What follows belongs to an exercise in optimizing a design on an open flow for small area, a short achievable clock period and few clock cycles per item; a production flow would make more cautious choices. Only simulation tests tie the RTL to the original design; equivalence was not proved. Power figures rest on the tool's default switching activity, not on a simulated workload.

## try-umber
// kadai4
module kadai4 (
    input CLK,
    input RST,
    input [7:0] A,
    input [7:0] B,
    input ACK,
    input START,
    input HALT,
    output [15:0] X,
    output X_VALID,
    output REQ_AB
);
Size in the first run: roughly 820 cells after synthesis, ~160 flip-flops, about 6200 um^2 of cells after synthesis.
==> flow/config.mk <==
export PLATFORM = sky130hd
export DESIGN_NAME = kadai4
export DESIGN_NICKNAME = kadai4
export VERILOG_FILES = /design/flow/design.v
export SDC_FILE = /design/flow/constraint.sdc
export NUM_CORES = 4
export LEC_CHECK = 0
export ABC_AREA = 1
export ABC_CLOCK_PERIOD_IN_PS = 2000
export CAP_MARGIN = 20
export CORE_MARGIN = 2
export CORE_UTILIZATION = 40
export CTS_BUF_LIST = sky130_fd_sc_hd__clkbuf_8
export CTS_CLUSTER_DIAMETER = 100
export CTS_CLUSTER_SIZE = 30
export SETUP_SLACK_MARGIN = 3.12
export SLEW_MARGIN = 20
==> flow/constraint.sdc <==
create_clock -name core_clock -period 5.0 [get_ports {CLK}]
set_input_delay 1.0000 -clock core_clock [delete_from_list [all_inputs] [get_ports {CLK}]]
set_output_delay 1.0000 -clock core_clock [all_outputs]
set_load 0.01 [all_outputs]
standard.sh (not shown) runs the stock make flow with config.mk's settings and CLKGATE_MAP_FILE= SYNTH_SCRIPT=/design/flow/synth_recipe.tcl, a recipe that flattens the netlist after the stock synthesis.
==> flow/flow/run.sh <==
#!/bin/bash
# The standard layout, with Yosys's full-adder extraction left out (the adder
# trees are mapped by ABC from plain gates instead of sky130 fa/ha cells),
# plain buffers on the ports, and no dummy loads in the clock tree.
set -euo pipefail
bash standard.sh ADDER_MAP_FILE= \
  "BUFFER_PORTS_ARGS=-buffer_cell sky130_fd_sc_hd__buf_2" \
  "CTS_ARGS=-sink_clustering_enable -repair_clock_nets -dont_use_dummy_load -sink_clustering_size 30 -sink_clustering_max_diameter 100 -buf_list sky130_fd_sc_hd__clkbuf_8" \
  finish > flow.log 2>&1
Testbench counts of try-umber, summed over its fixed seeds: cycles 3,264, items 1,536.
Modified inputs, try-delta compared to try-umber
# try-umber
export LEC_CHECK = 0
export ABC_AREA = 1
export ABC_CLOCK_PERIOD_IN_PS = 2000
export CAP_MARGIN = 20
export CORE_MARGIN = 2
export CORE_UTILIZATION = 40
export CTS_BUF_LIST = sky130_fd_sc_hd__clkbuf_8
export CTS_CLUSTER_DIAMETER = 100
export CTS_CLUSTER_SIZE = 30
export SETUP_SLACK_MARGIN = 3.12
export SLEW_MARGIN = 20
create_clock -name core_clock -period 5.0 [get_ports {CLK}]
# try-delta
export LEC_CHECK = 0
export ABC_AREA = 1
export ABC_CLOCK_PERIOD_IN_PS = 2000
export CAP_MARGIN = 20
export CORE_MARGIN = 2
export CORE_UTILIZATION = 40
export CTS_BUF_LIST = sky130_fd_sc_hd__clkbuf_8
export CTS_CLUSTER_DIAMETER = 100
export CTS_CLUSTER_SIZE = 30
export SETUP_SLACK_MARGIN = 3.0
export SLEW_MARGIN = 20
create_clock -name core_clock -period 5.0 [get_ports {CLK}]
==> flow/flow/run.sh <==
#!/bin/bash
# The standard layout, with Yosys's full-adder extraction left out (the adder
# trees are mapped by ABC from plain gates instead of sky130 fa/ha cells),
# plain buffers on the ports, and no dummy loads in the clock tree.
set -euo pipefail
bash standard.sh ADDER_MAP_FILE= \
  "BUFFER_PORTS_ARGS=-buffer_cell sky130_fd_sc_hd__buf_2" \
  "CTS_ARGS=-sink_clustering_enable -repair_clock_nets -dont_use_dummy_load -sink_clustering_size 40 -sink_clustering_max_diameter 300 -buf_list sky130_fd_sc_hd__clkbuf_16" \
  finish > flow.log 2>&1
Notes after the runs:
try-delta: PASS, flow complete, no timing, DRC or antenna violations
try-umber finished every stage and its layout cleared the timing, DRC and antenna checks.
Between try-delta and try-umber, the difference in count of clock-buffer cells in the layout is negligible.
Summary of the comparison: first-iteration DRC count is higher in try-delta, relative to try-umber.
Compared with try-umber, try-delta shows part of the total power dissipated in the clock network higher by 8.8 points.
On power after layout: try-delta sits above try-umber.
Per the comparison of try-delta with try-umber, slew at the pin closest to its max-slew limit saw an increase; final clock period utilization by the worst path saw an increase; combinational cell fraction of total power saw a decrease.
What try-onyx does differently from try-delta at the input level:
==> flow/flow/run.sh <==
#!/bin/bash
# The standard layout, with Yosys's full-adder extraction left out (the adder
# trees are mapped by ABC from plain gates instead of sky130 fa/ha cells),
# plain buffers on the ports, and no dummy loads in the clock tree.
set -euo pipefail
bash standard.sh ADDER_MAP_FILE= \
  "BUFFER_PORTS_ARGS=-buffer_cell sky130_fd_sc_hd__buf_2" \
  "CTS_ARGS=-sink_clustering_enable -repair_clock_nets -dont_use_dummy_load -sink_clustering_size 30 -sink_clustering_max_diameter 100 -buf_list sky130_fd_sc_hd__clkbuf_8" \
  finish > flow.log 2>&1
Notes after the runs:
Compared to try-delta, try-onyx leaves more free space in the core.
Where power is concerned, try-delta is outperformed by try-onyx.
try-onyx has fraction of power spent switching nets above what try-delta had.
Between try-delta and try-onyx, the final cycle utilization of the critical path does not differ in any meaningful way.
Status: maximum frequency parity (try-onyx, try-delta)
On try-onyx: final-layout clock-cell area share is 2.6 points lower than what try-delta gave.
try-onyx and try-delta ended up with nearly the same hold slack.
Going from try-delta to try-onyx, met3 track demand over resource roughly the same, wire length of the first global-routing pass now smaller, setup slack neither gained nor lost much, routed via count divided by cell count decreased by 0.36% relative to the old numbers.
Setup changes, try-onyx to try-raven
-- flow/flow/run.sh --
<<< try-onyx, line 7
  "BUFFER_PORTS_ARGS=-buffer_cell sky130_fd_sc_hd__buf_2" \
  "CTS_ARGS=-sink_clustering_enable -repair_clock_nets -dont_use_dummy_load -sink_clustering_size 30 -sink_clustering_max_diameter 100 -buf_list sky130_fd_sc_hd__clkbuf_8" \
  finish > flow.log 2>&1
>>> try-raven, line 7
  "BUFFER_PORTS_ARGS=-buffer_cell sky130_fd_sc_hd__buf_2" \
  "CTS_ARGS=-repair_clock_nets -dont_use_dummy_load -buf_list sky130_fd_sc_hd__clkbuf_8" \
  finish > flow.log 2>&1
Results
Die area: try-onyx vs try-raven identical
Taking try-onyx as the reference, in try-raven area fraction of clock buffers and clock inverters flat; fmax barely changed; portion of total power attributed to the clock network flat; smallest setup slack after layout now sits at about the same level; area of all sequential standard cells ~0 delta.
try-raven finished end to end and its layout was clean on timing, DRC and antenna.
Re async set-or-reset flop fraction in the synthesized netlist: no difference whatsoever between try-onyx and try-raven.
Reported for try-raven and try-onyx, fraction of standard cell area in multi-input logic turned out identical to the last digit.

* * *

run 1:
kadai4 again, from the RTL that the note above started with.
clock: 5.0 ns
lec_check: 0
abc_area: 1
abc_clock_period_in_ps: 2600
cap_margin: 20
core_margin: 2
core_utilization: 40
cts_buf_list: sky130_fd_sc_hd__clkbuf_8
cts_cluster_diameter: 100
cts_cluster_size: 30
setup_slack_margin: 3.0
slew_margin: 20
==> flow/flow/run.sh <==
#!/bin/bash
# The standard layout, with Yosys's full-adder extraction left out (the adder
# trees are mapped by ABC from plain gates instead of sky130 fa/ha cells),
# plain buffers on the ports, and no dummy loads in the clock tree.
set -euo pipefail
bash standard.sh ADDER_MAP_FILE= \
  "BUFFER_PORTS_ARGS=-buffer_cell sky130_fd_sc_hd__buf_2" \
  "CTS_ARGS=-sink_clustering_enable -repair_clock_nets -dont_use_dummy_load -sink_clustering_size 30 -sink_clustering_max_diameter 100 -buf_list sky130_fd_sc_hd__clkbuf_8" \
  finish > flow.log 2>&1
Run 1 completed end to end with timing, DRC and antenna clean.
Testbench counts of run 1, summed over its fixed seeds: cycles 3,264, items 1,536.
The following lists how run 2 was set up differently from run 1:
- ABC_CLOCK_PERIOD_IN_PS changed from 2600 to 2000
- SETUP_SLACK_MARGIN changed from 3.0 to 3.15
- TNS_END_PERCENT newly set to 30
Notes after the runs:
- Detailed router's first-iteration violation count for run 2: 9 down relative to run 1
- Worst ir drop on vdd shrinks slightly when moving from run 1 to run 2.
- Compared with run 1, run 2 instantiates a larger number of standard cells.
- Run 2 against run 1: number of iterations in the first detailed-routing pass lower; clock latency on the worst-skew pair did not really move; clock-net power lower; global-route usage stayed essentially flat; fraction of power consumed by the clock network shows a reduction of 0.3 points.
- NOTE: wire length in run 2 exceeds that of run 1
Edits applied to the flow inputs when going from run 2 to run 3:
- TNS_END_PERCENT now 10, was 30
==> summary.txt <==
Routed wire length delta (run 3 -> run 2): insignificant
Core util | run 3 vs run 2 | run 3 lower
Against run 2, run 3 comes in 0.26 points higher on sequential share of layout area.
Going from run 2 to run 3, met2 wirelength from detailed routing now larger, count of non-CTS buffers in the layout -2, finished layout cell area went down, per-cell via count in the routed design climbed about 0.3%, minimum clock period level.
The non-filler instance count after layout of run 3 and that of run 2 are within noise of each other.
Here is what was changed in the inputs of run 4 compared with run 3.
- a change of ABC_CLOCK_PERIOD_IN_PS from 2000 to 1600
- a deleted TNS_END_PERCENT that had been 10
- a change of SETUP_SLACK_MARGIN from 3.15 to 3.0
==> comparison <==
Internal portion of total power delta for run 4 relative to run 3: 0.61% lower
On clock latency on the worst-skew pair, run 3 and run 4 are basically level.
In run 4 the register share of the cell area turned out 0.71 points higher than in run 3.
Comparing run 3 and run 4, the higher signed area change from the synthesized netlist to the final layout was measured on run 3.
Delta (run 4 minus run 3): final wirelength went down 0.30%, power share of the clock group now larger, longest individual stage delay on the worst path now sits higher.
Comparing clock period minus final worst setup slack for run 3 and run 4, the smaller number came from run 3.
Comparing fraction of the cycle the final worst path needs for run 3 and run 4, the smaller number came from run 3.

* * *

Another version of the RTL of kadai4 (not shown whole).
Size: about 160 flip-flops, ~5700 µm² of cells after synthesis.
==> flow/config.mk <==
export PLATFORM = sky130hd
export DESIGN_NAME = kadai4
export DESIGN_NICKNAME = kadai4
export VERILOG_FILES = /design/flow/design.v
export SDC_FILE = /design/flow/constraint.sdc
export NUM_CORES = 4
export LEC_CHECK = 0
export ABC_CLOCK_PERIOD_IN_PS = 1800
export CAP_MARGIN = 20
export CORE_MARGIN = 2
export CORE_UTILIZATION = 40
export CTS_BUF_LIST = sky130_fd_sc_hd__clkbuf_8
export CTS_CLUSTER_DIAMETER = 100
export CTS_CLUSTER_SIZE = 30
export SETUP_SLACK_MARGIN = 3.2
export SLEW_MARGIN = 20
==> flow/constraint.sdc <==
create_clock -name core_clock -period 5.0 [get_ports {CLK}]
set_input_delay 1.0000 -clock core_clock [delete_from_list [all_inputs] [get_ports {CLK}]]
set_output_delay 1.0000 -clock core_clock [all_outputs]
set_load 0.01 [all_outputs]
run.sh (not shown) runs the stock make flow with config.mk's settings and CLKGATE_MAP_FILE= SYNTH_SCRIPT=/design/flow/synth_recipe.tcl, a recipe that flattens the netlist after the stock synthesis.
Stock flow here: none of the scripts above is used.
Testbench counts at the start, summed over its fixed seeds: cycles 3,264, items 1,536.
Change:
==> flow/flow/run.sh (new file) <==
#!/bin/bash
# The standard layout, with Yosys's full-adder extraction left out (the adder
# trees are mapped by ABC from plain gates instead of sky130 fa/ha cells),
# plain buffers on the ports, and no dummy loads in the clock tree.
set -euo pipefail
bash standard.sh ADDER_MAP_FILE= \
  "BUFFER_PORTS_ARGS=-buffer_cell sky130_fd_sc_hd__buf_2" \
  "CTS_ARGS=-sink_clustering_enable -repair_clock_nets -dont_use_dummy_load -sink_clustering_size 30 -sink_clustering_max_diameter 100 -buf_list sky130_fd_sc_hd__clkbuf_8" \
  finish > flow.log 2>&1
==> flow/standard.sh (new file) <==
#!/bin/bash
# synth_recipe.tcl (not shown) runs the flow's synth.tcl, then flattens the netlist and writes it again
# the make line also repeats each setting of config.mk as NAME=value (left out here)
make -C /OpenROAD-flow-scripts/flow DESIGN_CONFIG=/design/flow/config.mk WORK_HOME=/design/flow/orfs CLKGATE_MAP_FILE= SYNTH_SCRIPT=/design/flow/synth_recipe.tcl "${@:-finish}"
Settings changed: ABC_AREA set to 1, ABC_CLOCK_PERIOD_IN_PS 1800 to 2000, SETUP_SLACK_MARGIN 3.2 to 3.0.
removed: flow/run.sh
Result: The changed run finished with timing, DRC and antenna clean. First-iteration DRC count went up by about 23%. Synthesized area went up by about 9%. Utilization went down by 5.4 points.
Change:
==> flow/run.sh (new file) <==
#!/bin/bash
# synth_recipe.tcl (not shown) runs the flow's synth.tcl, then flattens the netlist and writes it again
# the make line also repeats each setting of config.mk as NAME=value (left out here)
make -C /OpenROAD-flow-scripts/flow DESIGN_CONFIG=/design/flow/config.mk WORK_HOME=/design/flow/orfs CLKGATE_MAP_FILE= SYNTH_SCRIPT=/design/flow/synth_recipe.tcl finish
Settings changed: ABC_AREA 1 to not set.
removed: flow/flow/run.sh
removed: flow/standard.sh
=>
- total power grows by a little under a tenth
- global-route usage shrinks by 0.46 points
- combinational power grows by roughly a tenth
- non-clock buffer count grows by 13
- cell area shrinks slightly
- clock skew shrinks by 0.026 ns
- cell count shrinks by a quarter to a third
- via count shrinks by a quarter to a third
- worst setup slack got worse by 0.40 ns
- wire length shrinks by roughly a tenth

[static timing again, ports no longer ideal]
No port has a modelled driver above. Below, the same layouts with a new extraction and two added sets of constraints. Step 1 sets driving cells, clkbuf_16 on the clock port and buf_2 on the other inputs (assumed; they add their load-dependent delay and slew). Step 2 moves the port delays by t, midway between the first and last clock arrival at a register: inputs arrive t later, outputs are due t later. That takes back most of the time a late clock gives input paths. Slacks: no drivers / after step 1 / after step 2; pairs: no drivers / after step 1.
run | t (ns) | setup WS [ns] | worst setup path after step 2 | worst register clock-pin slew, ns | cell pins on the clock port's net
try-umber | 0.458 | 3.130 / 3.094 / 2.908 | input to register | 0.08 / 0.08 | 1
try-delta | 0.444 | 3.110 / 3.070 / 2.942 | input to register | 0.07 / 0.07 | 1
try-onyx | 0.461 | 3.110 / 3.076 / 2.744 | input to register | 0.09 / 0.09 | 1
try-raven | 0.461 | 3.110 / 3.076 / 2.744 | input to register | 0.09 / 0.09 | 1
run 1 | 0.461 | 3.110 / 3.076 / 2.744 | input to register | 0.09 / 0.09 | 1
run 2 | 0.458 | 3.129 / 3.094 / 2.902 | input to register | 0.08 / 0.08 | 1
run 3 | 0.457 | 3.131 / 3.095 / 2.902 | input to register | 0.08 / 0.08 | 1
run 4 | 0.461 | 3.110 / 3.076 / 2.744 | input to register | 0.09 / 0.09 | 1
the first run of note 3 | 0.475 | 2.660 / 2.660 / 2.660 | register to register | 0.08 / 0.08 | 1
the second run of note 3 | 0.458 | 3.097 / 3.059 / 2.825 | input to register | 0.09 / 0.09 | 1
the third run of note 3 | 0.473 | 2.701 / 2.701 / 2.604 | input to register | 0.08 / 0.08 | 1
After both steps every run listed still meets setup and hold.
